What follows belongs to an exercise in optimizing a design on an open flow for small area; a production flow would make more cautious choices.
Where RTL was checked, it was by simulation tests only, not by an equivalence proof against the original.
For runs 1 to 7, only the layout was checked, not whether the RTL still works.
Power and IR drop assume default switching activity.

==> design/flow/design.v <==
module planeController
#(
    parameter   OUT_NUM = 64,
    parameter   D_WIDTH = 8,     
    parameter   C_WIDTH = 5,      
    parameter   MCU_CLK_DIVIDER = 2  
)
(
    input       clk,
    input       reset,
    input       [D_WIDTH - 1:0] dataIn,
    input       dataEn,
    input       rs,
    output      [OUT_NUM - 1:0] pwmOut,
    output      mcuClk
);
reg [C_WIDTH - 1:0] mem [0:OUT_NUM - 1];
reg [D_WIDTH - 2:0] memAddr;  
reg [C_WIDTH - 1:0] cnt;  
reg incDec;  
reg pwmEnabled;  
reg prevDataEn;
reg syncDataEn;
reg dataEnNegEdge;
assign mcuClk = cnt[MCU_CLK_DIVIDER];
wire exec   = reset & dataEnNegEdge;
wire cmd    = exec & rs;
wire wr     = exec & ~rs;
wire clean  = cmd & (dataIn == 8'b0000_0001);
wire [D_WIDTH - 2:0] addrMatch = ~(memAddr ^ {(D_WIDTH - 1){incDec}});
wire [D_WIDTH - 2:0] addrToggle;
assign addrToggle[0] = 1'b1;
genvar k;
generate
for (k = 1; k < D_WIDTH - 1; k = k + 1) begin: addrStep
    assign addrToggle[k] = addrToggle[k - 1] & addrMatch[k - 1];
end
endgenerate
wire [D_WIDTH - 2:0] addrStepped = memAddr ^ addrToggle;
always @(posedge clk) begin
    if (!reset) begin
        pwmEnabled <= 1'b0;
        memAddr <= 1'b0;
        incDec <= 1'b0;
    end else begin
        if (dataEnNegEdge) begin
            if (rs == 1'b1) begin
                casez(dataIn)
                    8'b0000_001?: memAddr <= 'b0;  
                    8'b0000_01??: incDec <= dataIn[1];
                    8'b0000_1???: pwmEnabled <= dataIn[2];
                    8'b1???_????: memAddr <= dataIn[D_WIDTH - 2:0];  
                    default: ;
                endcase
            end else begin
                memAddr <= addrStepped;
            end
        end
    end
end
always @(posedge clk) begin
    dataEnNegEdge <= prevDataEn & ~syncDataEn;
    syncDataEn <= dataEn;
    prevDataEn <= syncDataEn;
end
wire [C_WIDTH - 1:0] cntToggle = {&cnt[3:0], &cnt[2:0], &cnt[1:0], cnt[0], 1'b1};
always @(posedge clk) begin
    if (!reset)
        cnt <= 0;
    else if (cnt[4] & cnt[3] & cnt[2] & cnt[1])
        cnt <= 0;
    else
        cnt <= cnt ^ cntToggle;
end
wire [C_WIDTH - 1:0] wdata = dataIn[C_WIDTH - 1:0] & {C_WIDTH{~clean}};
wire [C_WIDTH - 1:0] nc = ~(cnt | {C_WIDTH{~pwmEnabled}});
wire [7:0] ga, gb;
genvar j;
generate
for (j = 0; j < 8; j = j + 1) begin: dec
    assign ga[j] = clean | (wr & ~memAddr[6] & (memAddr[2:0] == j));
    assign gb[j] = clean | (memAddr[5:3] == j);
end
endgenerate
genvar i;
generate
for (i = 0; i < OUT_NUM; i = i + 1) begin: pwmOuts
    wire we = ga[i % 8] & gb[i / 8];
    always @(posedge clk) begin
        if (we)
            mem[i] <= wdata;
    end
    wire [C_WIDTH - 1:0] m = mem[i];
    wire g2;
    planeController_cmp3 lo (.m(m[2:0]), .n(nc[2:0]), .o(g2));
    planeController_cmp2 hi (.m(m[4:3]), .n(nc[4:3]), .ci(g2), .o(pwmOut[i]));
end
endgenerate
endmodule  
module planeController_cmp3 (
    input  [2:0] m,
    input  [2:0] n,
    output o
);
    wire a = ~((m[1] & n[1]) | (m[0] & n[0]));
    wire b = ~((m[2] | n[2]) & (m[1] | n[1]));
    wire c = ~(m[2] & n[2]);
    assign o = ~((a | b) & c);
endmodule
module planeController_cmp2 (
    input  [1:0] m,
    input  [1:0] n,
    input  ci,
    output o
);
    wire g0 = (m[0] & n[0]) | (m[0] & ci) | (n[0] & ci);
    assign o = (m[1] & n[1]) | (m[1] & g0) | (n[1] & g0);
endmodule
==> design/flow/flow/run.sh <==
#!/bin/bash
# Layout flow: the standard ORFS flow (standard.sh), with
#  - clock tree synthesis of smaller clock buffers in larger clusters and
#    without dummy loads,
#  - port buffers of the smallest buffer cell.
# ORFS writes each step's log under orfs/logs; make's own output goes to
# standard.log.
set -e
export CTS_ARGS="-sink_clustering_enable -repair_clock_nets -dont_use_dummy_load -buf_list sky130_fd_sc_hd__clkbuf_4 -sink_clustering_size 10 -sink_clustering_max_diameter 50"
export BUFFER_PORTS_ARGS="-buffer_cell sky130_fd_sc_hd__buf_1"
bash standard.sh > standard.log 2>&1
==> design/flow/standard.sh <==
#!/bin/bash
# synth_recipe.tcl (not shown) runs the flow's synth.tcl, then flattens the netlist and writes it again
# the make line also repeats each setting of config.mk as NAME=value (left out here)
make -C /OpenROAD-flow-scripts/flow DESIGN_CONFIG=/design/flow/config.mk WORK_HOME=/design/flow/orfs CLKGATE_MAP_FILE= SYNTH_SCRIPT=/design/flow/synth_recipe.tcl "${@:-finish}"
==> design/flow/config.mk <==
export PLATFORM = sky130hd
export DESIGN_NAME = planeController
export DESIGN_NICKNAME = planeController
export VERILOG_FILES = /design/flow/design.v
export SDC_FILE = /design/flow/constraint.sdc
export NUM_CORES = 4
export LEC_CHECK = 0
export CAP_MARGIN = 20
export CORE_MARGIN = 2
export CORE_UTILIZATION = 65
export SLEW_MARGIN = 20
export SYNTH_HIERARCHICAL = 1
==> design/flow/constraint.sdc <==
create_clock -name core_clock -period 10.0 [get_ports {clk}]
set_input_delay 2.0000 -clock core_clock [delete_from_list [all_inputs] [get_ports {clk}]]
set_output_delay 2.0000 -clock core_clock [all_outputs]
set_load 0.01 [all_outputs]
==> flow_summary.ini, run 1 <==
[status]
outcome = timing/DRC/antenna clean

[route]
vias_per_cell = 6.61
ant_nets = 0
drtIter0Drc = 770
dr.pass1.iters = 8
drc_errors = 0
wl_mm = 30.6
wl_per_cell_um = 21.3
via_count = 9500

[logic_synthesis]
yosysSeqAreaShare_pct = 71.6
yosysWarnings = 8
ys_ff_latch = 337
yosysTopAreaCell = edfxtp_1
yosys-top-cells-area = edfxtp_1 69%, o22ai_1 5.9%, o21ai_1 4.6%
synth.most_common_cell = edfxtp_1
synth_nets = 1064
netlist_instances = 1050
synth_flop_cell = edfxtp_1
synth_cell_types = 51
ys_async_sr_fraction_pct = 0
syn_area_um2 = 13900
synth-edff-count = 320
avgSynthCellArea_um2 = 13.2
synth_top_area_share_pct = 69.2
synthTopCellsByCount = 320 x edfxtp_1, 138 x nand2_1, 130 x o22ai_1

[critical_path]
arrival_ps = 3940
end_kind = output port
setup.worst_path.class = reg2out
cp_max_fo = 92
critPathRequiredTime_ps = 8000
start_kind = flip-flop

[hold_path]
hp-class = reg2reg

[timing]
slew_violations = 0
relSlewSlack_pct = 28.2
fmax_mhz = 168
totalNegativeSetupSlack_ps = 0
skew_ps = 77.1
min_period_ps = 5940
setup_viol = 0
worstMarginPinSlew_ps = 1070
finalCritPeriodShare_pct = 59.4
grt_setup_unrepaired = false
final_hold_viol_count = 0

[clock_tree]
cts_sinks = 337
cts_hold_buf = 0
htreeDepth = 2
cts_tree = yes
cts_resized = 0
postCtsSetupRepairBufs = 0
clockBufferDepth = 3
cts_buffers = 40
path_clk_slew_ps = 90
clockRootBuffer = clkbuf_4
clock_latency_ps = 650

[global_routing]
grt_overflow_total = 0
grt_max_degree = 93
grt_pass1_vias = 8891
antenna_found_initial = 1
track_usage_pct = 27.6
grt_pass1_wl_mm = 46.8

[die]
die-area_um2 = 22600
die_y_um = 150
rows = 53
start_util_pct = 66.1
dieWidth_um = 150
ios = 77
core_area_um2 = 21000

[place]
dp_hpwl_mm = 16.0
port_buffers = 76
place.gp.congestion = 0.758
placed_cells = 1397

[finish]
finalNetCount = 1178
area_growth_pct = 7.30
finish.utilization_pct = 70.9
drive_above_1_share_pct = 6.80
layout.cells.non_filler = 1438

[pwr]
ir_drop_mv = 0.125
p_leak_nw = 4.11
power-per-cell-area_nw_per_um2 = 148

[job]
maxCapViolCount = 0
[per-module statistics from Yosys (local to each module, per instance)]
| module | cells | cell area [um^2] | copies in the design | flip-flops and latches |
|---|---|---|---|---|
| planeController | 538 | 11200 | 1 | 337 |
| planeController_cmp3 | 4 | 22.5 | 64 | 0 |
| planeController_cmp2 | 4 | 20.0 | 64 | 0 |
[final cells by class]
| type | count | area (um^2) |
|---|---|---|
| well taps | 275 | 344 |
| diodes | 1 | 2.50 |
| fillers | 1476 | 6110 |
| flip-flops and latches | 337 | 9950 |
| clock buffers | 40 | 300 |
| multi-input cells | 690 | 3890 |
| inverters | 5 | 18.8 |
| repair buffers | 90 | 400 |
[flip-flops by register name, indices dropped and copies added, names as in the netlist]
register and cells:
cnt 5, dataEnNegEdge 1, incDec 1, mem 320
memAddr 7, prevDataEn 1, pwmEnabled 1, syncDataEn 1
[report_power, final]
group / switching (mW) / internal, mW
logic: 0.0530 / 0.0174
clock network: 0.389 / 0.185
registers: 0.00868 / 1.55
[cells by family (layout without fill, tap and decap cells)]
logic type,after synthesis,count (layout),synth area share (%)
adder cells (fa/ha/maj),2,2,0.180
buffers and inverters,23,135,0.783
XOR/XNOR,6,6,0.378
AND/OR/NAND/NOR,253,253,7.85
other,0,1,0
flip-flops,337,337,71.6
multiplexers,2,2,0.144
AO/OA/AOI/OAI,427,427,19.1
[through the flow]
| stage | hold WS, ps | worst slack (ps) | instance area (um^2) | power [mW] |
|---|---|---|---|---|
| after detailed placement | 355 | 4810 | 14600 | 1.66 |
| after CTS | 384 | 4070 | 14900 | 2.22 |
| after floorplan | 331 | 2320 | 13900 | 1.63 |
| final | 380 | 4060 | 14900 | 2.20 |
| after global routing | 393 | 3880 | 14900 | 2.28 |
| after global placement | 338 | 4940 | 14600 | 1.66 |
[worst paths after layout]
kind	end	slack, ps	cells past startpoint	startpoint
setup / recovery	pwmOut[25]	4060	7	pwmEnabled
hold / removal	prevDataEn	380	0	syncDataEn
setup reg to reg	mem[47][2]	7460	5	dataEnNegEdge
hold reg to reg	prevDataEn	380	0	syncDataEn
[routing by layer]
metal	track usage [%]	part of all wire [%]	wire length, um	vias to the layer above
met1	39.5	43	13200	4622
met4	9.29	2.6	791	0
met3	3.85	7.1	2170	64
li1	-	-	-	4423
met5	0	0	0	-
met2	44.5	47	14500	391
[cell usage in the layout (no fill, tap or decap), types with 2 or more instances in the layout]
master      n
a21boi_0    2
a21oi_1    65
a21oi_4     6
a22oi_1    64
a31oi_1     8
a31oi_2     2
a31oi_4     3
a32oi_1     2
and2b_1     4
and3_1      4
buf_1      72
buf_4      16
clkbuf_2    2
clkbuf_4   40
dfxtp_1    17
edfxtp_1  320
ha_1        2
inv_1       5
mux2i_1     2
nand2_1   138
nand2b_1    3
nand3_1     5
nor2_1     71
nor2b_1     4
nor2b_4     6
nor3_1      4
nor4bb_1    2
o21a_1      4
o21ai_0     3
o21ai_1   128
o22ai_1   130
o311ai_0    2
or3_1       2
xnor2_1     4
xor2_1      2
[worst max-delay path, cell delays in order, from the launching register on]
cell and delay, ps:
dfxtp_1 420, nor2b_4 840, buf_4 920, a22oi_1 210
o21ai_1 250, o22ai_1 120, o21ai_1 290, buf_1 190
==> inputs of run 2 (changes only) <==
--- a/design/flow/design.v
+++ b/design/flow/design.v
@@ -74,12 +74,10 @@
 end
-wire [C_WIDTH - 1:0] wdata = dataIn[C_WIDTH - 1:0] & {C_WIDTH{~clean}};
-wire [C_WIDTH - 1:0] nc = ~(cnt | {C_WIDTH{~pwmEnabled}});
-wire [7:0] ga, gb;
-genvar j;
-generate
-for (j = 0; j < 8; j = j + 1) begin: dec
-    assign ga[j] = clean | (wr & ~memAddr[6] & (memAddr[2:0] == j));
-    assign gb[j] = clean | (memAddr[5:3] == j);
-end
-endgenerate
+wire [C_WIDTH - 1:0] wdata;
+wire [C_WIDTH - 1:0] nc;
+wire [7:0] nga, ngb;
+planeController_shared shared (
+    .dataIn(dataIn[C_WIDTH - 1:0]), .clean(clean), .wr(wr), .cnt(cnt),
+    .pwmEnabled(pwmEnabled), .memAddr(memAddr),
+    .wdata(wdata), .nc(nc), .nga(nga), .ngb(ngb)
+);
 genvar i;
@@ -87,3 +85,3 @@
 for (i = 0; i < OUT_NUM; i = i + 1) begin: pwmOuts
-    wire we = ga[i % 8] & gb[i / 8];
+    wire we = ~(nga[i % 8] | ngb[i / 8]);
     always @(posedge clk) begin
@@ -99,2 +97,22 @@
 endmodule  
+module planeController_shared (
+    input  [4:0] dataIn,
+    input        clean,
+    input        wr,
+    input  [4:0] cnt,
+    input        pwmEnabled,
+    input  [6:0] memAddr,
+    output [4:0] wdata,
+    output [4:0] nc,
+    output [7:0] nga,
+    output [7:0] ngb
+);
+    assign wdata = dataIn & {5{~clean}};
+    assign nc = ~(cnt | {5{~pwmEnabled}});
+    genvar j;
+    for (j = 0; j < 8; j = j + 1) begin: dec
+        assign nga[j] = ~(clean | (wr & ~memAddr[6] & (memAddr[2:0] == j)));
+        assign ngb[j] = ~(clean | (memAddr[5:3] == j));
+    end
+endmodule
 module planeController_cmp3 (
==> run 2 against run 1 <==
Critical path depth up 1. Global-route usage down 0.37 points. Sequential share of layout area up 0.12 points. Total power up 0.58%. Die area down 0.60%. Largest cell class unchanged. Largest power group unchanged. Still clean. Register-to-register slack worse by 110 ps. First-iteration DRC count up 29%. Critical path type unchanged. Clock power up 2%.
==> flow_summary.ini, run 2 <==
[status]
outcome = timing/DRC/antenna clean

[clock_tree]
postCtsSetupRepairBufs = 0
htreeDepth = 2
clock_latency_ps = 670
clockBufferDepth = 3
cts_sinks = 337
path_clk_slew_ps = 100
clockRootBuffer = clkbuf_4
cts_tree = yes
cts_resized = 0
cts_buffers = 39
cts_hold_buf = 0

[critical_path]
end_kind = output port
slowest_delay_ps = 800
start_kind = flip-flop
path_cells = nor2b_4 > buf_4 > buf_4 > a22oi_1 > o21ai_1 > o22ai_1 > o21ai_1 > buf_1
setup.worst_path.class = reg2out
cp_max_fo = 80
crit_path_top_delay_cell = buf_4
critPathRequiredTime_ps = 8000
worst-path-buf-inv = 3
rrSetupSlack_ps = 7350
crit_family = buffers and inverters
arrival_ps = 3540

[die]
die-area_um2 = 22400
die_y_um = 150
rows = 53
start_util_pct = 65.9
core_area_um2 = 21000
dieWidth_um = 150
ios = 77

[global_routing]
grt_overflow_total = 0
grt_max_degree = 81
grt_pass1_wl_mm = 46.2
track_usage_pct = 27.2
antenna_found_initial = 1
grt_pass1_vias = 8746

[job]
maxCapViolCount = 0

[logic_synthesis]
synth-compound-area-share_pct = 18.3
synth_mux_area_share_pct = 0.154
synth_cell_types = 48
netlist_instances = 1058
yosysSeqAreaShare_pct = 72.0
synth_top_family_by_area = compound AO/OA/AOI/OAI gates
yosys-top-cells-area = edfxtp_1 70%, o22ai_1 5.8%, o21ai_1 4.6%
avgSynthCellArea_um2 = 13.1
synthSimpleGateAreaFrac_pct = 8.01
synthTopCellsByCount = 320 x edfxtp_1, 136 x nand2_1, 128 x o21ai_1, 128 x o22ai_1, 74 x a21oi_1
ys_ff_latch = 337
synth-edff-count = 320
yosysTopAreaCell = edfxtp_1
synthAdderAreaFrac_pct = 0.181
synth_nets = 1072
synth.most_common_cell = edfxtp_1
synth_top_area_share_pct = 69.6
ys_async_sr_fraction_pct = 0
synth-xor-area-share_pct = 0.317
synth_flop_cell = edfxtp_1
syn_area_um2 = 13800
yosysWarnings = 8

[timing]
fmax_mhz = 180
relSlewSlack_pct = 28.2
setup_viol = 0
holdWs_ps = 360
finalCritPeriodShare_pct = 55.4
grt_setup_unrepaired = false
totalNegativeSetupSlack_ps = 0
worstMarginPinSlew_ps = 1070
slew_violations = 0
min_period_ps = 5540
final_hold_viol_count = 0
skew_ps = 56.1

[pwr]
ir_drop_mv = 0.100
power_mw = 2.21
power-per-cell-area_nw_per_um2 = 149
p_leak_nw = 4.16

[route]
via_count = 9498
dr.pass1.iters = 8
drc_errors = 0
drtIter0Drc = 993
vias_per_cell = 6.57
wl_mm = 30.2
wl_per_cell_um = 20.9
ant_nets = 0

[finish]
largest_reg_flops = 320
drive_above_1_share_pct = 7.01
final_common_cell = edfxtp_1
regMostFlops = mem
reg.largest.list = mem: 320 flops, memAddr: 7 flops, cnt: 5 flops
area_growth_pct = 7.78
finalNetCount = 1185
final_area_um2 = 14900
finish.utilization_pct = 71.0
layout_common_cells = 320 x edfxtp_1, 136 x nand2_1, 128 x o22ai_1, 128 x o21ai_1, 76 x buf_1

[hold_path]
hp-class = reg2reg

[place]
place.gp.congestion = 0.772
dp_hpwl_mm = 16.2
port_buffers = 76
place_area_um2 = 14600
-- run 2: cell types whose count changed after synthesis, sizes merged, moves of 3 or more --
| cell | change |
|---|---|
| clkbuf | +6 |
| nand3 | +4 |
| nand4 | +3 |
| and2b | -3 |
| a21oi | +4 |
| nor2b | +3 |
-- run 2: worst paths after layout --
check                           cells past startpoint          to     startpoint
worst max register to register                      7  mem[30][4]  dataEnNegEdge
worst min-delay path                                0  prevDataEn     syncDataEn
worst min register to register                      0  prevDataEn     syncDataEn
worst max-delay path                                8  pwmOut[24]     pwmEnabled
-- run 2: kinds of logic after synthesis --
| group | count (synthesis) |
|---|---|
| XOR/XNOR | 5 |
| adder cells (fa/ha/maj) | 2 |
| flip-flops | 337 |
| AO/OA/AOI/OAI | 426 |
| buffers and inverters | 31 |
| multiplexers | 2 |
| AND/OR/NAND/NOR | 255 |
-- run 2: layer usage --
layer | routed length [um] | vias up | share of wire (%) | GRT usage [%]
met5 | 0 | - | 0 | 0
met1 | 12500 | 4601 | 41 | 39.2
met3 | 2470 | 67 | 8.2 | 3.87
li1 | - | 4430 | - | -
met2 | 14300 | 400 | 47 | 43.5
met4 | 881 | 0 | 2.9 | 9.58
-- run 2: final cells by class --
cell class	count	area, um^2
flip-flops and latches	337	9950
fillers	1469	6070
multi-input cells	690	3830
diodes	1	2.50
well taps	275	344
inverters	7	26.3
clock buffers	39	293
repair buffers	96	435
-- run 2: modules after synthesis, one instance, submodules excluded --
module | flops+latches | times used | cells inside | cell area (um^2)
planeController | 337 | 1 | 509 | 10900
planeController_cmp2 | 0 | 64 | 4 | 20.0
planeController_cmp3 | 0 | 64 | 4 | 22.5
planeController_shared | 0 | 1 | 37 | 216
-- run 2: power breakdown --
| group | leakage (nW) | internal (mW) | switching (mW) |
|---|---|---|---|
| clock network | 0.179 | 0.181 | 0.406 |
| logic | 0.961 | 0.0181 | 0.0531 |
| registers | 3.01 | 1.55 | 0.00805 |
-- run 2: metrics by stage --
step	cells	worst slack (ps)
final	1445	4460
after CTS	1444	4490
after detailed placement	1405	5190
after global placement	1405	5270
after global routing	1445	4240
after floorplan	1058	2320
-- run 2: worst reg2reg max path: stages (launching register included) --
cell,delay (ps)
dfxtp_1,540
and3b_1,270
nand3_1,100
nor4_2,330
buf_4,290
a21oi_1,190
buf_4,270
nor2_1,360
==> inputs of run 3 (changes only) <==
--- a/design/flow/config.mk
+++ b/design/flow/config.mk
@@ -7,6 +7,6 @@
 export LEC_CHECK = 0
-export CAP_MARGIN = 20
+export CAP_MARGIN = 0
 export CORE_MARGIN = 2
 export CORE_UTILIZATION = 65
-export SLEW_MARGIN = 20
+export SLEW_MARGIN = 0
 export SYNTH_HIERARCHICAL = 1
==> run 3 against run 2 <==
Clock skew shrank 8.4 ps. Largest power group unchanged. Flip-flop and latch count unchanged. Sequential share of layout area grew 0.096 points. Highest routed layer unchanged.
==> flow_summary.ini, run 3 <==
[pwr]
p_leak_nw = 4.15
ir_drop_mv = 0.124
p_comb_share_pct = 3.2
swShare_pct = 21.0
power-per-cell-area_nw_per_um2 = 149
p_seq_share_pct = 70.3
p_sw_mw = 0.465
intPower_mw = 1.74
clkPwrFrac_pct = 26.5

[clock_tree]
cts_buffers = 39
clockBufferDepth = 3
cts_tree = yes
path_clk_slew_ps = 120
cts_hold_buf = 0
postCtsSetupRepairBufs = 0
clockRootBuffer = clkbuf_4
htreeDepth = 2
cts_resized = 0
clock_latency_ps = 660
cts_sinks = 337

[critical_path]
cp_max_fo = 80
setup.worst_path.class = reg2out
end_kind = output port
r2r_cells = 6
cp-endpoint = pwmOut[24]
r2r_start = dataEnNegEdge
start_kind = flip-flop
arrival_ps = 3570
cp-startpoint = pwmEnabled
rrSetupSlack_ps = 7260
critPathRequiredTime_ps = 8000
r2r-end = mem[61][3]

[logic_synthesis]
yosys-top-cells-area = edfxtp_1 70%, o22ai_1 5.8%, o21ai_1 4.6%
synth_nets = 1072
synthTopCellsByCount = 320 x edfxtp_1, 136 x nand2_1, 128 x o21ai_1, 128 x o22ai_1, 74 x a21oi_1
yosysSeqAreaShare_pct = 72.0
synth_cell_types = 48
synth-edff-count = 320
ys_async_sr_fraction_pct = 0
syn_area_um2 = 13800
yosysTopAreaCell = edfxtp_1
avgSynthCellArea_um2 = 13.1
ys_ff_latch = 337
yosysWarnings = 8
netlist_instances = 1058
synth.most_common_cell = edfxtp_1
synth_top_area_share_pct = 69.6
synth_flop_cell = edfxtp_1

[place]
placed_cells = 1405
dp_hpwl_mm = 16.2
place.gp.congestion = 0.772
port_buffers = 76
place_area_um2 = 14600

[timing]
holdWs_ps = 359
setup_viol = 0
final_hold_viol_count = 0
worstMarginPinSlew_ps = 1290
fmax_mhz = 179
slew_violations = 0
grt_setup_unrepaired = false
finalCritPeriodShare_pct = 55.7
relSlewSlack_pct = 13.9
skew_ps = 47.7
totalNegativeSetupSlack_ps = 0
min_period_ps = 5570

[finish]
regMostFlops = mem
finalNetCount = 1185
layout_common_cells = 320 x edfxtp_1, 136 x nand2_1, 128 x o22ai_1, 128 x o21ai_1, 76 x buf_1
reg.largest.list = mem: 320 flops, memAddr: 7 flops, cnt: 5 flops
final_area_um2 = 14900
largest_reg_flops = 320
layout.cells.non_filler = 1445
fillers = 1447
drive_above_1_share_pct = 6.59
final_common_cell = edfxtp_1
area_growth_pct = 7.63

[die]
dieWidth_um = 150
die_y_um = 150
core_area_um2 = 21000
start_util_pct = 65.9
ios = 77
rows = 53
die-area_um2 = 22400

[route]
wl_mm = 30.2
dr.pass1.iters = 5
via_count = 9467
drc_errors = 0
vias_per_cell = 6.55
wl_per_cell_um = 20.9
ant_nets = 0
drtIter0Drc = 864

[global_routing]
track_usage_pct = 27.1
grt_overflow_total = 0
antenna_found_initial = 1
grt_max_degree = 81
grt_pass1_wl_mm = 45.8
grt_pass1_vias = 8717

[hold_path]
hp-class = reg2reg

[job]
maxCapViolCount = 0

[status]
outcome = timing/DRC/antenna clean
[run 3: cell type report]
type	count	area [um^2]	area share [%]
Timing Repair Buffer	96	435	2.93
Clock buffer	39	293	1.97
Antenna cell	1	2.50	0.0168
Tap cell	275	344	2.32
Sequential cell	337	9950	66.9
Multi-Input combinational cell	690	3810	25.7
Inverter	7	26.3	0.177
[run 3: worst min-delay path by stage]
stage	endpoint	slack (ps)	cells after the start	startpoint
2_1_floorplan	prevDataEn	330	0	syncDataEn
3_3_place_gp	prevDataEn	340	0	syncDataEn
3_5_place_dp	prevDataEn	340	0	syncDataEn
4_1_cts	prevDataEn	360	0	syncDataEn
5_1_grt	prevDataEn	370	0	syncDataEn
6_report	prevDataEn	360	0	syncDataEn
[run 3: routing by layer]
layer	up-vias	wire, um	global-route usage, %
met1	4595	12600	37.8
met4	0	729	9.91
met5	-	0	0
met2	381	14400	44.2
li1	4432	-	-
met3	59	2390	4.18
[run 3: cells by family (layout without fill, tap and decap cells)]
group	Yosys count	in the layout	synth area share (%)
compound gates	426	426	18.3
xor+xnor	5	5	0.317
buf+inv	31	142	0.979
simple gates	255	255	8.01
flops	337	337	72.0
mux	2	2	0.154
other cells	0	1	0
fa+ha+maj	2	2	0.181
[run 3: per-module statistics from Yosys, one instance, submodules excluded]
| module | cells inside | area [um^2] | flip-flops and latches | times used |
|---|---|---|---|---|
| planeController | 509 | 10900 | 337 | 1 |
| planeController_cmp3 | 4 | 22.5 | 0 | 64 |
| planeController_cmp2 | 4 | 20.0 | 0 | 64 |
| planeController_shared | 37 | 216 | 0 | 1 |
[run 3: through the flow]
step | worst slack (ps) | power [mW] | util, %
3_5_place_dp | 5190 | 1.66 | 69.5
6_report | 4430 | 2.21 | 70.9
2_1_floorplan | 2320 | 1.62 | -
4_1_cts | 4460 | 2.22 | 70.9
3_3_place_gp | 5270 | 1.66 | 69.5
5_1_grt | 4230 | 2.28 | 70.9
[run 3: power by group through the flow]
stage	sequential, mW	clock [mW]	combinational, mW
2_1_floorplan	1.58	0	0.0406
3_3_place_gp	1.59	0	0.0712
3_5_place_dp	1.59	0	0.0712
4_1_cts	1.55	0.595	0.0713
5_1_grt	1.56	0.644	0.0773
6_report	1.55	0.585	0.0711
[run 3: critical path, cell delays in order, from the launching register on]
cell	delay, ps
dfxtp_1	430
nor2b_4	170
buf_4	450
buf_4	770
a22oi_1	200
o21ai_1	250
o22ai_1	120
o21ai_1	280
buf_1	190
==> inputs of run 4 (changes only) <==
--- a/design/flow/config.mk
+++ b/design/flow/config.mk
@@ -7,6 +7,7 @@
 export LEC_CHECK = 0
-export CAP_MARGIN = 0
+export CAP_MARGIN = 5
 export CORE_MARGIN = 2
 export CORE_UTILIZATION = 65
-export SLEW_MARGIN = 0
+export PLACE_DENSITY = 0.8
+export SLEW_MARGIN = 5
 export SYNTH_HIERARCHICAL = 1
==> run 4 against run 3 <==
Fmax down 5.1%. Critical path depth decreased by 1. Clock power shrank 1%. Non-clock buffer count down 3. Wire length rose by 2.3%. Via count rose by 1.7%. Clock skew grew 7.0 ps. Die area stayed put. Final area fell by 0.19%. Hold slack worse by 2.4 ps. Sequential share of layout area grew 0.13 points. Critical endpoint is now pwmOut[30]. Largest power group unchanged.
==> flow_summary.ini, run 4 <==
[route]
drtIter0Drc = 899
wl_mm = 30.9
drc_errors = 0
via_count = 9632
ant_nets = 0
wl_per_cell_um = 21.4
vias_per_cell = 6.68
dr.pass1.iters = 5

[timing]
totalNegativeSetupSlack_ps = 0
final_hold_viol_count = 0
holdWs_ps = 357
setup_viol = 0
relSlewSlack_pct = 6.76
grt_setup_unrepaired = false
slew_violations = 0
worstMarginPinSlew_ps = 1400
skew_ps = 54.7
fmax_mhz = 170
min_period_ps = 5870
finalCritPeriodShare_pct = 58.7

[place]
place.gp.congestion = 0.854
dp_hpwl_mm = 16.4
port_buffers = 76
place_area_um2 = 14500

[critical_path]
setup.worst_path.class = reg2out
path_common_cell = o21ai_1
cp_max_fo = 91
r2r_cells = 6
worst-path-buf-inv = 2
slowest_delay_ps = 880
start_kind = flip-flop
crit_family = buffers and inverters
path_cells = nor2b_4 > buf_4 > a22oi_1 > o21ai_1 > a21oi_1 > o21ai_1 > buf_1
critPathRequiredTime_ps = 8000
cp_num_cells = 7
arrival_ps = 3870
crit_path_top_delay_cell = buf_4
end_kind = output port

[pwr]
intPower_mw = 1.74
p_sw_mw = 0.459
p_seq_share_pct = 70.6
p_leak_nw = 4.13
swShare_pct = 20.8
p_comb_share_pct = 3.2
clkPwrFrac_pct = 26.2
power-per-cell-area_nw_per_um2 = 149
ir_drop_mv = 0.0972

[die]
core_area_um2 = 21000
ios = 77
start_util_pct = 65.9
rows = 53
die-area_um2 = 22400
dieWidth_um = 150
die_y_um = 150

[clock_tree]
cts_tree = yes
clock_latency_ps = 660
path_clk_slew_ps = 110
clockRootBuffer = clkbuf_4
cts_resized = 0
cts_buffers = 39
postCtsSetupRepairBufs = 0
cts_sinks = 337
cts_hold_buf = 0
clockBufferDepth = 3
htreeDepth = 2

[logic_synthesis]
synthTopCellsByCount = 320 x edfxtp_1, 136 x nand2_1, 128 x o21ai_1, 128 x o22ai_1, 74 x a21oi_1
yosysTopAreaCell = edfxtp_1
synth_nets = 1072
netlist_instances = 1058
synth-edff-count = 320
yosysSeqAreaShare_pct = 72.0
avgSynthCellArea_um2 = 13.1
synth_cell_types = 48
yosysWarnings = 8
synth.most_common_cell = edfxtp_1
synth_top_area_share_pct = 69.6
syn_area_um2 = 13800
ys_async_sr_fraction_pct = 0
ys_ff_latch = 337
synth_flop_cell = edfxtp_1
yosys-top-cells-area = edfxtp_1 70%, o22ai_1 5.8%, o21ai_1 4.6%

[global_routing]
track_usage_pct = 27.8
grt_max_degree = 97
grt_overflow_total = 0
antenna_found_initial = 1
grt_pass1_vias = 9260
grt_pass1_wl_mm = 47.3

[finish]
finish.utilization_pct = 70.8
reg.largest.list = mem: 320 flops, memAddr: 7 flops, cnt: 5 flops
register_area_um2 = 9950
finalNetCount = 1182
area_growth_pct = 7.42
final_common_cell = edfxtp_1
layout_common_cells = 320 x edfxtp_1, 136 x nand2_1, 128 x o22ai_1, 128 x o21ai_1, 76 x buf_1
final_area_um2 = 14800
drive_above_1_share_pct = 6.26
regMostFlops = mem
fillers = 1432
multi_input_comb_area_um2 = 3810
largest_reg_flops = 320

[status]
outcome = timing/DRC/antenna clean

[hold_path]
whs_path_depth = 0
hp-class = reg2reg

[job]
maxCapViolCount = 0
run 4: cell type report:
class,count,share of cell area (%)
Multi-Input combinational cell,690,25.7
Tap cell,275,2.32
Timing Repair Buffer,93,2.78
Sequential cell,337,67.1
Antenna cell,1,0.0169
Inverter,7,0.177
Clock buffer,39,1.97
run 4: metrics by stage:
stage / cells / worst slack, ps / power, mW
CTS: 1441 / 4160 / 2.21
floorplan: 1058 / 2320 / 1.62
finish: 1442 / 4130 / 2.20
detailed placement: 1402 / 4880 / 1.66
global route: 1442 / 3860 / 2.27
global placement: 1402 / 4990 / 1.66
run 4: routing by layer:
layer  share of wire (%)  wire length [um]  vias up  global-route usage, %
met5                   0                 0        -                      0
met4                 2.8               871        0                   10.8
met3                 9.2              2840       83                   5.00
met2                  50             15400      478                   47.1
met1                  38             11700     4642                   36.3
li1                    -                 -     4429                      -
run 4: power by group through the flow:
stage / Clock (mW) / Combinational (mW) / Sequential (mW)
final: 0.577 / 0.0716 / 1.55
after global routing: 0.637 / 0.0777 / 1.56
after CTS: 0.589 / 0.0713 / 1.55
after detailed placement: 0 / 0.0710 / 1.59
after global placement: 0 / 0.0703 / 1.59
after floorplan: 0 / 0.0406 / 1.58
run 4: modules after synthesis (local to each module, per instance):
| module | cells inside | times used | area (um^2) | flops+latches |
|---|---|---|---|---|
| planeController_cmp2 | 4 | 64 | 20.0 | 0 |
| planeController | 509 | 1 | 10900 | 337 |
| planeController_shared | 37 | 1 | 216 | 0 |
| planeController_cmp3 | 4 | 64 | 22.5 | 0 |
run 4: path summary, 6_finish.rpt:
check | slack (ps) | start | endpoint
setup / recovery | 4130 | pwmEnabled | pwmOut[30]
hold / removal | 360 | syncDataEn | prevDataEn
setup reg to reg | 7150 | dataEnNegEdge | mem[63][4]
hold reg to reg | 360 | syncDataEn | prevDataEn
run 4: logic make-up after synthesis:
kind of cell	synth area share [%]
xor gates and xnor gates	0.317
AOI/OAI and AO/OA	18.3
adders and majority gates	0.181
and+or+nand+nor	8.01
DFF	72.0
muxes	0.154
buffers and inverters	0.979
==> inputs of run 5 (changes only) <==
--- a/design/flow/design.v
+++ b/design/flow/design.v
@@ -109,3 +109,3 @@
 );
-    assign wdata = dataIn & {5{~clean}};
+    assign wdata = {dataIn[4:1], dataIn[0] & ~clean};
     assign nc = ~(cnt | {5{~pwmEnabled}});
==> run 5 against run 4 <==
Global-route usage decreased by 1.1 points. Largest power group unchanged. Clock skew decreased by 6.3 ps. Register-to-register slack better by 200 ps. Sequential share of layout area up 0.18 points. Clock power about the same. Hold slack improved by 7.2 ps. Critical path depth up 1. Flip-flop and latch count is the same. Wire length fell by 1.6%. Via count decreased by 0.69%.
==> flow_summary.ini, run 5 <==
[place]
dp_hpwl_mm = 16.2
place.gp.congestion = 0.771
dp_slack_ps = 5000
placed_cells = 1399
port_buffers = 76

[finish]
area_growth_pct = 6.98
final_common_cell = edfxtp_1
drive_above_1_share_pct = 6.28
reg.largest.list = mem: 320 flops, memAddr: 7 flops, cnt: 5 flops
finalNetCount = 1179
regMostFlops = mem
largest_reg_flops = 320
layout.cells.non_filler = 1439
layout_common_cells = 320 x edfxtp_1, 136 x nand2_1, 128 x o22ai_1, 128 x o21ai_1, 74 x a21oi_1

[global_routing]
grt_pass1_vias = 9001
grt_use_met3_pct = 3.51
track_usage_pct = 26.7
use_met1_pct = 36.6
grt_max_degree = 73
grt_overflow_total = 0
grt_pass1_wl_mm = 45.9
antenna_found_initial = 1
met2_usage_pct = 44.2
top_usage_layer = met2

[timing]
worstMarginPinSlew_ps = 1180
relSlewSlack_pct = 20.7
min_period_ps = 5730
totalNegativeSetupSlack_ps = 0
finalCritPeriodShare_pct = 57.3
slew_violations = 0
fin_ws_ps = 4270
skew_ps = 48.4
setup_viol = 0
grt_setup_unrepaired = false
fmax_mhz = 175
final_hold_viol_count = 0
holdWs_ps = 364

[route]
wl_per_cell_um = 21.1
via_count = 9566
dr.pass1.iters = 5
wl_mm = 30.4
drtIter0Drc = 895
ant_nets = 0
vias_per_cell = 6.65
drc_errors = 0

[critical_path]
cp-startpoint = pwmEnabled
path_cells = nor2b_4 > buf_4 > buf_4 > o22ai_1 > o21ai_1 > a21oi_1 > o21ai_1 > buf_1
r2r_start = dataEnNegEdge
start_kind = flip-flop
crit_path_top_delay_cell = buf_4
setup.worst_path.class = reg2out
cp_max_fo = 63
slowest_delay_ps = 660
critPathRequiredTime_ps = 8000
end_kind = output port
crit_family = buffers and inverters
worst-path-buf-inv = 3
arrival_ps = 3730

[logic_synthesis]
synth_nets = 1072
synth.most_common_cell = edfxtp_1
ys_async_sr_fraction_pct = 0
synth_cell_types = 49
syn_area_um2 = 13800
yosysSeqAreaShare_pct = 71.9
synth_top_area_share_pct = 69.5
synth-edff-count = 320
yosysWarnings = 8
synthTopCellsByCount = 320 x edfxtp_1, 136 x nand2_1, 128 x o21ai_1, 128 x o22ai_1, 74 x a21oi_1
netlist_instances = 1058
synth_flop_cell = edfxtp_1
ys_ff_latch = 337
yosys-top-cells-area = edfxtp_1 69%, o22ai_1 5.8%, o21ai_1 4.6%
yosysTopAreaCell = edfxtp_1
avgSynthCellArea_um2 = 13.1

[clock_tree]
htreeDepth = 2
cts_tree = yes
clock_latency_ps = 660
path_clk_slew_ps = 100
cts_resized = 0
cts_hold_buf = 0
clockBufferDepth = 3
clockRootBuffer = clkbuf_4
cts_sinks = 337
cts_buffers = 39
postCtsSetupRepairBufs = 0

[die]
rows = 53
core_area_um2 = 21000
ios = 77
dieWidth_um = 150
die_y_um = 150
start_util_pct = 66.0
die-area_um2 = 22500

[hold_path]
hold_start = syncDataEn
hp-class = reg2reg

[job]
maxCapViolCount = 0

[pwr]
power-per-cell-area_nw_per_um2 = 149
p_leak_nw = 4.12
ir_drop_mv = 0.0883
power_mw = 2.20

[status]
outcome = timing/DRC/antenna clean
==> run 5: metal layers <==
layer	part of all wire [%]	wire length (um)	vias up
met2	50	15200	447
met1	40	12200	4642
met4	2.2	676	0
met5	0	0	-
li1	-	-	4416
met3	7.7	2330	61
==> run 5: cell families after synthesis <==
kind of cell	count (synthesis)	share of synthesized area, %
compound gates	426	18.3
fa+ha+maj	2	0.181
xor+xnor	5	0.317
buf+inv	35	1.31
flops	337	71.9
mux	2	0.154
simple gates	251	7.81
==> run 5: stage by stage <==
| stage | utilization, % | cell area, um^2 |
|---|---|---|
| after floorplan | - | 13800 |
| after global placement | 69.2 | 14500 |
| after detailed placement | 69.2 | 14500 |
| after CTS | 70.6 | 14800 |
| after global routing | 70.6 | 14800 |
| final | 70.6 | 14800 |
==> run 5: worst paths after layout <==
path / end / slack, ps / cells after the start
worst min-delay path: prevDataEn / 360 / 0
worst max-delay path: pwmOut[41] / 4270 / 8
worst max register to register: mem[51][3] / 7350 / 6
worst min register to register: prevDataEn / 360 / 0
==> run 5: power breakdown <==
group          total [mW]  switching [mW]  leakage [nW]  internal, mW
combinational      0.0705          0.0529         0.925        0.0175
sequential           1.55         0.00823          3.01          1.55
clock               0.578           0.398         0.179         0.181
==> run 5: final cells by class <==
| class | count | area (um^2) |
|---|---|---|
| fillers | 1496 | 6160 |
| multi-input cells | 686 | 3750 |
| well taps | 275 | 344 |
| flip-flops and latches | 337 | 9950 |
| repair buffers | 94 | 430 |
| inverters | 7 | 26.3 |
| diodes | 1 | 2.50 |
| clock buffers | 39 | 293 |
==> run 5: modules after synthesis, one instance, submodules excluded <==
module                  flip-flops and latches  cells inside  cell area, um^2  times used
planeController                            337           509            10900           1
planeController_cmp2                         0             4             20.0          64
planeController_cmp3                         0             4             22.5          64
planeController_shared                       0            37              236           1
==> inputs of run 6 (changes only) <==
--- a/design/flow/config.mk
+++ b/design/flow/config.mk
@@ -10,2 +10,3 @@
 export CORE_UTILIZATION = 65
+export GPL_TIMING_DRIVEN = 0
 export PLACE_DENSITY = 0.8
==> run 6 against run 5 <==
Register-to-register slack about the same. Largest cell class unchanged. Utilization rose by 1.9 points. Clock power decreased by 1%. Clock skew shrank 8.8 ps. Final area increased by 2.6%. Total power is essentially flat. Still clean. Fmax increased by 8.4%. Critical path depth stayed put. Critical endpoint unchanged. Wire length about the same. Count of clock-buffer cells in the layout is the same. Hold slack got worse by 8.9 ps. Area after synthesis is the same.
==> flow_summary.ini, run 6 <==
[place]
placed_cells = 1424
port_buffers = 74
dp_hpwl_mm = 17.3
place.gp.congestion = 0.841
place_area_um2 = 14900

[finish]
register_area_um2 = 9950
largest_reg_flops = 320
layout_common_cells = 320 x edfxtp_1, 136 x nand2_1, 128 x o22ai_1, 128 x o21ai_1
multi_input_comb_area_um2 = 3740
final_area_um2 = 15200
regMostFlops = mem
fillers = 1387
final_common_cell = edfxtp_1
finalNetCount = 1204
layout.cells.non_filler = 1465
area_growth_pct = 9.82
drive_above_1_share_pct = 6.40
reg.largest.list = mem: 320 flops, memAddr: 7 flops, cnt: 5 flops

[hold_path]
hp-class = reg2reg
hold_start = syncDataEn
whs_endpoint = prevDataEn
whs_path_depth = 0

[route]
drc_errors = 0
wl_mm = 30.4
wl_per_cell_um = 20.7
ant_nets = 0
via_count = 9729
drtIter0Drc = 907
dr.pass1.iters = 5
vias_per_cell = 6.64

[critical_path]
critPathRequiredTime_ps = 8000
r2r_start = dataEnNegEdge
cp_max_fo = 40
start_kind = flip-flop
rrSetupSlack_ps = 7340
setup.worst_path.class = reg2out
r2r-end = mem[10][0]
arrival_ps = 3280
end_kind = output port
r2r_cells = 9

[global_routing]
track_usage_pct = 26.8
antenna_found_initial = 1
grt_pass1_wl_mm = 45.7
grt_max_degree = 65
grt_pass1_vias = 9008
grt_overflow_total = 0

[logic_synthesis]
yosysSeqAreaShare_pct = 71.9
avgSynthCellArea_um2 = 13.1
ys_async_sr_fraction_pct = 0
yosysWarnings = 8
ys_ff_latch = 337
synth_top_area_share_pct = 69.5
yosysTopAreaCell = edfxtp_1
synth.most_common_cell = edfxtp_1
synth_nets = 1072
yosys-top-cells-area = edfxtp_1 69%, o22ai_1 5.8%, o21ai_1 4.6%
syn_area_um2 = 13800
synth_cell_types = 49
synth-edff-count = 320
synthTopCellsByCount = 320 x edfxtp_1, 136 x nand2_1, 128 x o21ai_1, 128 x o22ai_1, 74 x a21oi_1
netlist_instances = 1058
synth_flop_cell = edfxtp_1

[pwr]
ir_drop_mv = 0.0915
power-per-cell-area_nw_per_um2 = 145
p_leak_nw = 4.25
power_mw = 2.20

[clock_tree]
cts_resized = 0
cts_tree = yes
htreeDepth = 2
cts_sinks = 337
cts_hold_buf = 0
postCtsSetupRepairBufs = 0
clockBufferDepth = 3
path_clk_slew_ps = 110
clockRootBuffer = clkbuf_4
cts_buffers = 39
clock_latency_ps = 660

[timing]
setup_viol = 0
skew_ps = 39.6
worstMarginPinSlew_ps = 842
totalNegativeSetupSlack_ps = 0
final_hold_viol_count = 0
fmax_mhz = 189
slew_violations = 0
finalCritPeriodShare_pct = 52.8
grt_setup_unrepaired = false
min_period_ps = 5280
relSlewSlack_pct = 43.8

[job]
maxCapViolCount = 0

[die]
dieWidth_um = 150
start_util_pct = 66.0
die-area_um2 = 22500
core_area_um2 = 21000
rows = 53
ios = 77
die_y_um = 150

[status]
outcome = timing/DRC/antenna clean
-- run 6: cell counts after synthesis --
No cell type changed its count.
-- run 6: area by class of cell --
class	count	area share [%]
plain buffers	28	1.02
flip-flops and latches	337	65.5
inverters	7	0.173
repair buffers	91	4.42
diodes	2	0.0330
multi-input cells	686	24.6
well taps	275	2.27
clock buffers	39	1.93
-- run 6: metrics by stage --
stage          hold WS, ps  setup slack [ps]  utilization [%]
2_1_floorplan          331              2320                -
3_3_place_gp           335              -771             69.0
3_5_place_dp           337              5370             71.1
4_1_cts                356              4770             72.5
5_1_grt                368              4570             72.5
6_report               355              4720             72.5
-- run 6: worst max path at each step --
stage / from / end / slack, ps / cells after the start
floorplan: pwmEnabled / pwmOut[0] / 2320 / 5
global route: pwmEnabled / pwmOut[41] / 4570 / 8
global placement: pwmEnabled / pwmOut[41] / -770 / 6
finish: pwmEnabled / pwmOut[41] / 4720 / 8
CTS: pwmEnabled / pwmOut[41] / 4770 / 8
detailed placement: dataIn[4] / mem[1][2] / 5370 / 9
-- run 6: cells by family (layout without fill, tap and decap cells) --
logic type	Yosys count	count (layout)	synth area share, %
AO/OA/AOI/OAI	426	426	18.3
XOR/XNOR	5	5	0.317
buffers and inverters	35	165	1.31
adder cells (fa/ha/maj)	2	2	0.181
multiplexers	2	2	0.154
flip-flops	337	337	71.9
other	0	2	0
AND/OR/NAND/NOR	251	251	7.81
-- run 6: worst max-delay path, stage by stage, from the launching register on --
cell     delay (ps)
dfxtp_1         470
nor2b_4         660
buf_12          280
buf_12          230
o22ai_1         140
o21ai_1         220
o22ai_1         130
o21ai_1         290
buf_1           200
-- run 6: power breakdown --
part,internal (mW),leakage [nW],switching (mW)
clock,0.181,0.179,0.391
sequential,1.55,3.01,0.00759
combinational,0.0196,1.06,0.0560
-- run 6: modules after synthesis, one instance, submodules excluded --
module / flip-flops and latches / cell area, um^2
planeController_shared: 0 / 236
planeController_cmp2: 0 / 20.0
planeController_cmp3: 0 / 22.5
planeController: 337 / 10900
-- run 6: metal layers --
layer / vias to the layer above / global-route usage (%) / wire length, um
met5: - / 0 / 0
met4: 0 / 12.5 / 1060
met3: 84 / 4.24 / 2770
met2: 522 / 41.6 / 14400
met1: 4651 / 38.0 / 12100
li1: 4472 / - / -
==> inputs of run 7 (changes only) <==
--- a/design/flow/config.mk
+++ b/design/flow/config.mk
@@ -9,5 +9,4 @@
 export CORE_MARGIN = 2
-export CORE_UTILIZATION = 65
-export GPL_TIMING_DRIVEN = 0
-export PLACE_DENSITY = 0.8
+export CORE_UTILIZATION = 75
+export PLACE_DENSITY = 0.9
 export SLEW_MARGIN = 5
==> run 7 against run 6 <==
Clock power is 2% higher. Hold slack improved by 5.2 ps. Non-clock buffer count shrank 31. Clock skew increased by 3.3 ps. Die area decreased by 13%. Fmax shrank 14%. First-iteration DRC count up 18%. Utilization is 9.0 points higher. Total power is 0.28% higher. Largest cell class unchanged.
==> flow_summary.ini, run 7 <==
[status]
outcome = timing/DRC/antenna clean

[finish]
layout_common_cells = 320 x edfxtp_1, 136 x nand2_1, 128 x o22ai_1, 128 x o21ai_1, 74 x a21oi_1
final_common_cell = edfxtp_1
finish.utilization_pct = 81.5
register_area_um2 = 9950
multi_input_comb_area_um2 = 3750
fillers = 970
finalNetCount = 1173
area_growth_pct = 6.24
final_area_um2 = 14700
drive_above_1_share_pct = 5.79
regMostFlops = mem
largest_reg_flops = 320
reg.largest.list = mem: 320 flops, memAddr: 7 flops, cnt: 5 flops

[timing]
relSlewSlack_pct = 6.43
totalNegativeSetupSlack_ps = 0
min_period_ps = 6140
fmax_mhz = 163
slew_violations = 0
worstMarginPinSlew_ps = 1400
setup_viol = 0
finalCritPeriodShare_pct = 61.4
grt_setup_unrepaired = false
skew_ps = 42.9
final_hold_viol_count = 0

[hold_path]
hp-class = reg2reg
hold_start = syncDataEn
whs_path_depth = 0
whs_endpoint = prevDataEn

[pwr]
power-per-cell-area_nw_per_um2 = 150
swShare_pct = 21.0
intPower_mw = 1.74
p_seq_share_pct = 70.4
ir_drop_mv = 0.116
p_comb_share_pct = 3.2
p_leak_nw = 4.09
clkPwrFrac_pct = 26.4
p_sw_mw = 0.463

[clock_tree]
clock_latency_ps = 660
cts_resized = 0
clockBufferDepth = 3
cts_sinks = 337
clockRootBuffer = clkbuf_4
postCtsSetupRepairBufs = 0
cts_buffers = 39
htreeDepth = 2
path_clk_slew_ps = 110
cts_tree = yes
cts_hold_buf = 0

[global_routing]
grt_overflow_total = 0
track_usage_pct = 32.3
grt_pass1_vias = 9909
grt_max_degree = 111
grt_pass1_wl_mm = 49.4
antenna_found_initial = 1

[logic_synthesis]
yosys-top-cells-area = edfxtp_1 69%, o22ai_1 5.8%, o21ai_1 4.6%
synth-edff-count = 320
yosysTopAreaCell = edfxtp_1
netlist_instances = 1058
ys_ff_latch = 337
synth_cell_types = 49
synthTopCellsByCount = 320 x edfxtp_1, 136 x nand2_1, 128 x o21ai_1, 128 x o22ai_1, 74 x a21oi_1
yosysSeqAreaShare_pct = 71.9
avgSynthCellArea_um2 = 13.1
syn_area_um2 = 13800
synth.most_common_cell = edfxtp_1
synth_nets = 1072
synth_flop_cell = edfxtp_1
ys_async_sr_fraction_pct = 0
synth_top_area_share_pct = 69.5
yosysWarnings = 8

[place]
dp_hpwl_mm = 17.5
place.gp.congestion = 0.793
place_area_um2 = 14400
port_buffers = 76

[critical_path]
start_kind = flip-flop
r2r_cells = 6
cp_num_cells = 7
slowest_delay_ps = 950
rrSetupSlack_ps = 7070
path_common_cell = o21ai_1
end_kind = output port
cp_max_fo = 86
crit_path_top_delay_cell = nor2b_4
critPathRequiredTime_ps = 8000
crit_family = buffers and inverters
r2r_start = dataEnNegEdge
worst-path-buf-inv = 2
path_cells = nor2b_4 > buf_4 > a22oi_1 > o21ai_1 > o22ai_1 > o21ai_1 > buf_1
setup.worst_path.class = reg2out
arrival_ps = 4140
r2r-end = mem[35][1]

[die]
core_area_um2 = 18000
die_y_um = 140
start_util_pct = 76.7
rows = 49
ios = 77
dieWidth_um = 140
die-area_um2 = 19500

[route]
via_count = 9861
wl_mm = 31.7
drtIter0Drc = 1073
wl_per_cell_um = 22.9
drc_errors = 0
ant_nets = 0
dr.pass1.iters = 7
vias_per_cell = 7.11

[job]
maxCapViolCount = 0
## run 7: cells by family after synthesis
group	count (synthesis)	share of synthesized area, %
adders and majority gates	2	0.181
muxes	2	0.154
AOI/OAI and AO/OA	426	18.3
xor gates and xnor gates	5	0.317
and+or+nand+nor	251	7.81
buffers and inverters	35	1.31
DFF	337	71.9
## run 7: cell type report
class | instances | area share, %
Timing Repair Buffer | 88 | 2.62
Clock buffer | 39 | 1.99
Antenna cell | 1 | 0.0170
Inverter | 7 | 0.179
Tap cell | 229 | 1.95
Multi-Input combinational cell | 686 | 25.5
Sequential cell | 337 | 67.7
## run 7: worst max-delay path by stage
stage,end,start
floorplan,pwmOut[0],pwmEnabled
global placement,pwmOut[41],pwmEnabled
detailed placement,pwmOut[21],pwmEnabled
CTS,pwmOut[46],pwmEnabled
global route,pwmOut[41],pwmEnabled
finish,pwmOut[41],pwmEnabled
## run 7: per-layer routing
metal  wire length [um]  share of wire, %  GRT usage (%)
met1              11400                36           43.0
met2              15600                49           52.3
met3               3520                11           6.54
met4               1120               3.5           15.2
met5                  0                 0              0
## run 7: power by group through the flow
| stage | registers (mW) | clock network, mW | logic (mW) |
|---|---|---|---|
| 2_1_floorplan | 1.58 | 0 | 0.0413 |
| 3_3_place_gp | 1.59 | 0 | 0.0669 |
| 3_5_place_dp | 1.59 | 0 | 0.0685 |
| 4_1_cts | 1.55 | 0.581 | 0.0686 |
| 5_1_grt | 1.56 | 0.632 | 0.0752 |
| 6_report | 1.55 | 0.582 | 0.0699 |
## run 7: per-module statistics from Yosys (local to each module, per instance)
module,flip-flops and latches,copies in the design,cell area [um^2],cells
planeController_cmp3,0,64,22.5,4
planeController,337,1,10900,509
planeController_shared,0,1,236,37
planeController_cmp2,0,64,20.0,4
## run 7: metrics by stage
stage                     power [mW]  worst slack [ps]  hold slack (ps)  std cells
after global placement          1.65              4900              342       1347
after global routing            2.26              3740              376       1387
after floorplan                 1.62              2320              331       1058
final                           2.21              3860              361       1387
after CTS                       2.20              4010              364       1386
after detailed placement        1.66              4780              349       1347
==> inputs of run 8 (changes only) <==
--- a/design/flow/design.v
+++ b/design/flow/design.v
@@ -29,5 +29,9 @@
 wire clean  = cmd & (dataIn == 8'b0000_0001);
-wire [D_WIDTH - 2:0] addrMatch = ~(memAddr ^ {(D_WIDTH - 1){incDec}});
+wire hi0    = ~(dataIn[6] | dataIn[5] | dataIn[4]);
+wire setCmd = cmd & dataIn[7];
+wire zeroCmd = cmd & ~dataIn[7] & hi0 & ~dataIn[3] & ~dataIn[2] & dataIn[1];
+wire dirCmd = cmd & ~dataIn[7] & hi0 & ~dataIn[3] & dataIn[2];
+wire enCmd  = cmd & ~dataIn[7] & hi0 & dataIn[3];
 wire [D_WIDTH - 2:0] addrToggle;
-assign addrToggle[0] = 1'b1;
+assign addrToggle[0] = wr;
 genvar k;
@@ -35,26 +39,11 @@
 for (k = 1; k < D_WIDTH - 1; k = k + 1) begin: addrStep
-    assign addrToggle[k] = addrToggle[k - 1] & addrMatch[k - 1];
+    assign addrToggle[k] = addrToggle[k - 1] & ~(memAddr[k - 1] ^ incDec);
 end
 endgenerate
-wire [D_WIDTH - 2:0] addrStepped = memAddr ^ addrToggle;
+wire addrKeep = reset & ~zeroCmd;
 always @(posedge clk) begin
-    if (!reset) begin
-        pwmEnabled <= 1'b0;
-        memAddr <= 1'b0;
-        incDec <= 1'b0;
-    end else begin
-        if (dataEnNegEdge) begin
-            if (rs == 1'b1) begin
-                casez(dataIn)
-                    8'b0000_001?: memAddr <= 'b0;  
-                    8'b0000_01??: incDec <= dataIn[1];
-                    8'b0000_1???: pwmEnabled <= dataIn[2];
-                    8'b1???_????: memAddr <= dataIn[D_WIDTH - 2:0];  
-                    default: ;
-                endcase
-            end else begin
-                memAddr <= addrStepped;
-            end
-        end
-    end
+    memAddr <= {(D_WIDTH - 1){addrKeep}} &
+               (setCmd ? dataIn[D_WIDTH - 2:0] : memAddr ^ addrToggle);
+    incDec <= reset & (dirCmd ? dataIn[1] : incDec);
+    pwmEnabled <= reset & (enCmd ? dataIn[2] : pwmEnabled);
 end
--- a/design/flow/config.mk
+++ b/design/flow/config.mk
@@ -9,4 +9,4 @@
 export CORE_MARGIN = 2
-export CORE_UTILIZATION = 75
-export PLACE_DENSITY = 0.9
+export CORE_UTILIZATION = 82
+export PLACE_DENSITY = 0.92
 export SLEW_MARGIN = 5
==> run 8 against run 7 <==
Global-route usage increased by 3.6 points. First-iteration DRC count up 18%. Critical path depth increased by 1. Via count increased by 0.37%. Area after synthesis down 0.53%. Sequential share of layout area grew 0.13 points. Combinational power fell by 18%. Hold slack improved by 5.5 ps. Utilization grew 7.5 points. Final area is 0.20% lower. Worst setup slack improved by 390 ps. Largest power group unchanged.
==> flow_summary.ini, run 8 <==
[status]
outcome = timing/DRC/antenna clean

[timing]
min_period_ps = 5750
setup_viol = 0
worstMarginPinSlew_ps = 1370
relSlewSlack_pct = 7.91
holdWs_ps = 366
totalNegativeSetupSlack_ps = 0
slew_violations = 0
fin_ws_ps = 4250
skew_ps = 40.4
fmax_mhz = 174
final_hold_viol_count = 0
finalCritPeriodShare_pct = 57.5
grt_setup_unrepaired = false

[critical_path]
path_cells = nor2b_4 > buf_4 > buf_4 > o22ai_1 > o21ai_1 > a21oi_1 > o21ai_1 > buf_1
start_kind = flip-flop
critPathRequiredTime_ps = 8000
crit_family = buffers and inverters
slowest_delay_ps = 770
end_kind = output port
arrival_ps = 3750
setup.worst_path.class = reg2out
worst-path-buf-inv = 3
crit_path_top_delay_cell = buf_4
cp_max_fo = 77
rrSetupSlack_ps = 7410

[finish]
layout.cells.non_filler = 1365
drive_above_1_share_pct = 6.82
area_growth_pct = 6.60
largest_reg_flops = 320
final_area_um2 = 14700
final_common_cell = edfxtp_1
layout_common_cells = 320 x edfxtp_1, 131 x nand2_1, 128 x o22ai_1, 128 x o21ai_1, 75 x nor2_1
finalNetCount = 1160
reg.largest.list = mem: 320 flops, memAddr: 7 flops, cnt: 5 flops
finish.utilization_pct = 89.1
fillers = 689
regMostFlops = mem

[clock_tree]
clockRootBuffer = clkbuf_4
path_clk_slew_ps = 100
cts_hold_buf = 0
clockBufferDepth = 3
clock_latency_ps = 660
htreeDepth = 2
cts_sinks = 337
cts_buffers = 39
postCtsSetupRepairBufs = 0
cts_tree = yes
cts_resized = 0

[route]
via_count = 9897
drtIter0Drc = 1268
ant_nets = 0
drc_errors = 0
wl_mm = 32.1
wl_per_cell_um = 23.5
dr.pass1.iters = 6
vias_per_cell = 7.25

[pwr]
power_mw = 2.19
p_leak_nw = 4.10
power-per-cell-area_nw_per_um2 = 149
ir_drop_mv = 0.127

[logic_synthesis]
synth_top_area_share_pct = 69.9
avgSynthCellArea_um2 = 13.3
yosys-top-cells-area = edfxtp_1 70%, o22ai_1 5.8%, o21ai_1 4.7%
synthTopCellsByCount = 320 x edfxtp_1, 131 x nand2_1, 128 x o21ai_1, 128 x o22ai_1, 75 x nor2_1
synth_nets = 1050
synth.most_common_cell = edfxtp_1
synth_flop_cell = edfxtp_1
ys_async_sr_fraction_pct = 0
syn_area_um2 = 13800
yosysWarnings = 8
yosysTopAreaCell = edfxtp_1
synth_cell_types = 41
synth-edff-count = 320
yosysSeqAreaShare_pct = 72.3
netlist_instances = 1036
ys_ff_latch = 337

[die]
ios = 77
rows = 47
die-area_um2 = 17800
dieWidth_um = 134
core_area_um2 = 16500
start_util_pct = 83.5
die_y_um = 134

[global_routing]
grt_max_degree = 89
track_usage_pct = 35.9
grt_pass1_vias = 9579
antenna_found_initial = 1
grt_pass1_wl_mm = 48.9
grt_overflow_total = 0

[place]
place.gp.congestion = 0.824
dp_slack_ps = 5130
place_area_um2 = 14400
port_buffers = 76
dp_hpwl_mm = 17.2
placed_cells = 1325

[job]
maxCapViolCount = 0

[hold_path]
hp-class = reg2reg
## run 8: cell count changes in the layout (fill, tap and decap cells not counted), sizes merged, moves of 4 or more
cell,change
a211oi,+4
nand2,-5
nand3,-4
buf,+5
a31oi,-4
## run 8: power by group
| part | internal (mW) | switching (mW) | total (mW) |
|---|---|---|---|
| combinational | 0.0125 | 0.0448 | 0.0573 |
| clock | 0.181 | 0.397 | 0.578 |
| sequential | 1.55 | 0.00581 | 1.55 |
| total | 1.74 | 0.448 | 2.19 |
## run 8: cell type report
class	instances	area [um^2]	area share, %
multi-input cells	671	3710	25.3
clock buffers	39	293	2.00
repair buffers	93	418	2.85
flip-flops and latches	337	9950	67.8
well taps	220	275	1.88
inverters	4	15.0	0.102
diodes	1	2.50	0.0171
## run 8: worst reg2reg max path: stages, from the launching register on
cell and delay, ps:
dfxtp_1 360, nand3_1 180, nor4_2 70, buf_4 230, a31oi_1 1000, nor2_1 380
## run 8: worst paths after layout
kind / startpoint / cells past startpoint / end
setup / recovery: pwmEnabled / 8 / pwmOut[52]
hold reg to reg: syncDataEn / 0 / prevDataEn
setup reg to reg: dataEnNegEdge / 5 / mem[26][2]
hold / removal: syncDataEn / 0 / prevDataEn
## run 8: logic make-up after synthesis
group                    Yosys count  share of synthesized area (%)
buffers and inverters             28                           1.06
XOR/XNOR                          10                          0.637
AND/OR/NAND/NOR                  243                           7.52
adder cells (fa/ha/maj)            2                          0.182
multiplexers                       2                          0.146
AO/OA/AOI/OAI                    414                           18.1
flip-flops                       337                           72.3
## run 8: layer usage
| metal | up-vias | wire (um) | track usage [%] |
|---|---|---|---|
| met4 | 0 | 1180 | 15.2 |
| met3 | 130 | 4110 | 7.19 |
| met1 | 4621 | 10700 | 46.3 |
| met2 | 820 | 16100 | 60.8 |
| li1 | 4326 | - | - |
| met5 | - | 0 | 0 |
## run 8: per-module statistics from Yosys, one instance, submodules excluded
module | flip-flops and latches | copies in the design | area [um^2] | cells
planeController_cmp2 | 0 | 64 | 20.0 | 4
planeController_cmp3 | 0 | 64 | 22.5 | 4
planeController_shared | 0 | 1 | 236 | 37
planeController | 337 | 1 | 10800 | 487
==> inputs of run 9 (changes only) <==
--- a/design/flow/config.mk
+++ b/design/flow/config.mk
@@ -9,4 +9,4 @@
 export CORE_MARGIN = 2
-export CORE_UTILIZATION = 82
-export PLACE_DENSITY = 0.92
+export CORE_UTILIZATION = 75
+export PLACE_DENSITY = 0.9
 export SLEW_MARGIN = 5
==> run 9 against run 8 <==
Largest cell class unchanged. Clock skew decreased by 18 ps. Worst setup slack got worse by 120 ps. Highest routed layer unchanged. Final area about the same. Register-to-register slack improved by 30 ps. Critical endpoint is now pwmOut[51]. Global-route usage decreased by 5.2 points.
==> flow_summary.ini, run 9 <==
[status]
outcome = timing/DRC/antenna clean

[critical_path]
setup.worst_path.class = reg2out
end_kind = output port
slowest_delay_ps = 900
rrSetupSlack_ps = 7440
r2r_start = dataEnNegEdge
path_cells = nor2b_4 > buf_4 > o22ai_1 > o21ai_1 > o22ai_1 > o21ai_1 > buf_1
worst-path-buf-inv = 2
r2r_cells = 5
r2r-end = mem[36][3]
arrival_ps = 3870
cp_max_fo = 96
critPathRequiredTime_ps = 8000
crit_path_top_delay_cell = buf_4
start_kind = flip-flop
crit_family = buffers and inverters

[logic_synthesis]
synth_nets = 1050
yosysWarnings = 8
avgSynthCellArea_um2 = 13.3
netlist_instances = 1036
ys_ff_latch = 337
synth_cell_types = 41
ys_async_sr_fraction_pct = 0
synth_top_area_share_pct = 69.9
yosys-top-cells-area = edfxtp_1 70%, o22ai_1 5.8%, o21ai_1 4.7%
synth-edff-count = 320
synth_flop_cell = edfxtp_1
synthTopCellsByCount = 320 x edfxtp_1, 131 x nand2_1, 128 x o21ai_1, 128 x o22ai_1, 75 x nor2_1
yosysTopAreaCell = edfxtp_1
syn_area_um2 = 13800
yosysSeqAreaShare_pct = 72.3
synth.most_common_cell = edfxtp_1

[pwr]
power_mw = 2.18
power-per-cell-area_nw_per_um2 = 149
ir_drop_mv = 0.116
p_leak_nw = 4.09

[finish]
finalNetCount = 1157
drive_above_1_share_pct = 6.57
layout_common_cells = 320 x edfxtp_1, 131 x nand2_1, 128 x o22ai_1, 128 x o21ai_1, 75 x nor2_1
largest_reg_flops = 320
regMostFlops = mem
area_growth_pct = 6.54
fillers = 899
final_common_cell = edfxtp_1
register_area_um2 = 9950
reg.largest.list = mem: 320 flops, memAddr: 7 flops, cnt: 5 flops
layout.cells.non_filler = 1371
multi_input_comb_area_um2 = 3710

[timing]
fmax_mhz = 171
min_period_ps = 5870
finalCritPeriodShare_pct = 58.7
final_hold_viol_count = 0
totalNegativeSetupSlack_ps = 0
setup_viol = 0
grt_setup_unrepaired = false
slew_violations = 0
relSlewSlack_pct = 13.4
skew_ps = 22.8
worstMarginPinSlew_ps = 1300

[clock_tree]
clockRootBuffer = clkbuf_4
htreeDepth = 2
cts_tree = yes
path_clk_slew_ps = 110
cts_sinks = 337
cts_buffers = 39
postCtsSetupRepairBufs = 0
clock_latency_ps = 660
cts_hold_buf = 0
cts_resized = 0
clockBufferDepth = 3

[route]
wl_mm = 30.0
vias_per_cell = 7.00
dr.pass1.iters = 5
ant_nets = 0
wl_per_cell_um = 21.9
wl_met1_mm = 10.9
drtIter0Drc = 1172
met2WireLength_mm = 14.8
drc_errors = 0
highest_layer = met4
via_count = 9595
wl_met3_mm = 3.41

[hold_path]
hold_start = syncDataEn
hp-class = reg2reg
whs_endpoint = prevDataEn
whs_path_depth = 0

[die]
rows = 49
die_y_um = 139
die-area_um2 = 19400
start_util_pct = 76.6
ios = 77
core_area_um2 = 18000
dieWidth_um = 139

[place]
placed_cells = 1331
place.gp.congestion = 0.751
port_buffers = 76
dp_hpwl_mm = 15.8

[global_routing]
grt_pass1_vias = 9406
grt_pass1_wl_mm = 46.8
antenna_found_initial = 1
track_usage_pct = 30.8
grt_overflow_total = 0
grt_max_degree = 112

[job]
maxCapViolCount = 0
-- run 9: layer usage --
layer | track usage (%) | vias up
li1 | - | 4324
met4 | 12.9 | 0
met1 | 42.1 | 4540
met5 | 0 | -
met3 | 4.89 | 99
met2 | 50.4 | 632
-- run 9: logic make-up after synthesis --
family	count (synthesis)	share of synthesized area, %
AO/OA/AOI/OAI	414	18.1
multiplexers	2	0.146
adder cells (fa/ha/maj)	2	0.182
buffers and inverters	28	1.06
AND/OR/NAND/NOR	243	7.52
flip-flops	337	72.3
XOR/XNOR	10	0.637
-- run 9: worst max-delay path by stage --
stage	endpoint	slack (ps)	startpoint	cells past startpoint
finish	pwmOut[51]	4130	pwmEnabled	7
global route	pwmOut[51]	3910	pwmEnabled	7
CTS	pwmOut[51]	4220	pwmEnabled	7
detailed placement	pwmOut[51]	4940	pwmEnabled	7
global placement	pwmOut[51]	5080	pwmEnabled	7
floorplan	pwmOut[0]	2320	pwmEnabled	5
-- run 9: final cells by class --
class | count | share of cell area [%]
sequential | 337 | 67.9
inverter | 4 | 0.102
clock buffer | 39 | 2.00
multi-input combinational | 671 | 25.3
antenna | 1 | 0.0171
timing repair buffer | 90 | 2.71
tap | 229 | 1.96
-- run 9: modules after synthesis, one instance, submodules excluded --
module | cells | flip-flops and latches
planeController_cmp3 | 4 | 0
planeController | 487 | 337
planeController_shared | 37 | 0
planeController_cmp2 | 4 | 0
-- run 9: power by group --
| part | internal [mW] | switching, mW |
|---|---|---|
| combinational | 0.0125 | 0.0435 |
| sequential | 1.55 | 0.00602 |
| clock | 0.181 | 0.392 |
-- run 9: per-stage QoR --
stage / hold WS, ps / util, % / setup slack [ps] / cell area, um^2
after floorplan: 331 / - / 2320 / 13800
after global placement: 341 / 79.9 / 5080 / 14400
after detailed placement: 353 / 79.9 / 4940 / 14400
after CTS: 361 / 81.6 / 4220 / 14700
after global routing: 369 / 81.6 / 3910 / 14700
final: 355 / 81.6 / 4130 / 14700

==> port drivers added, routing unchanged <==
How much do the figures lean on ideal ports? The routed layouts below were timed once more, with nothing changed but the port constraints.
Step 1: set_driving_cell puts a clkbuf_16 on clk and a buf_2 on each other input, an assumption about the parent block.
Step 2 also shifts input and output timing later by t, the mid clock arrival at the registers, as if the neighbouring blocks saw the same clock.
a / b / c = no drivers / after step 1 / after step 2; a / b = the first two.
| run | t (ns) | slack for setup (ns) |
|---|---|---|
| run 1 | 0.650 | 4.058 / 4.019 / 4.669 |
| run 2 | 0.681 | 4.456 / 4.418 / 5.099 |
| run 3 | 0.679 | 4.425 / 4.383 / 5.062 |
| run 4 | 0.676 | 4.128 / 4.085 / 4.761 |
| run 5 | 0.671 | 4.272 / 4.227 / 4.898 |
| run 6 | 0.677 | 4.716 / 4.674 / 5.351 |
| run 7 | 0.671 | 3.863 / 3.825 / 4.496 |
| run 8 | 0.675 | 4.254 / 4.214 / 4.889 |
| run 9 | 0.678 | 4.135 / 4.098 / 4.776 |
After both steps every run listed still meets setup and hold.
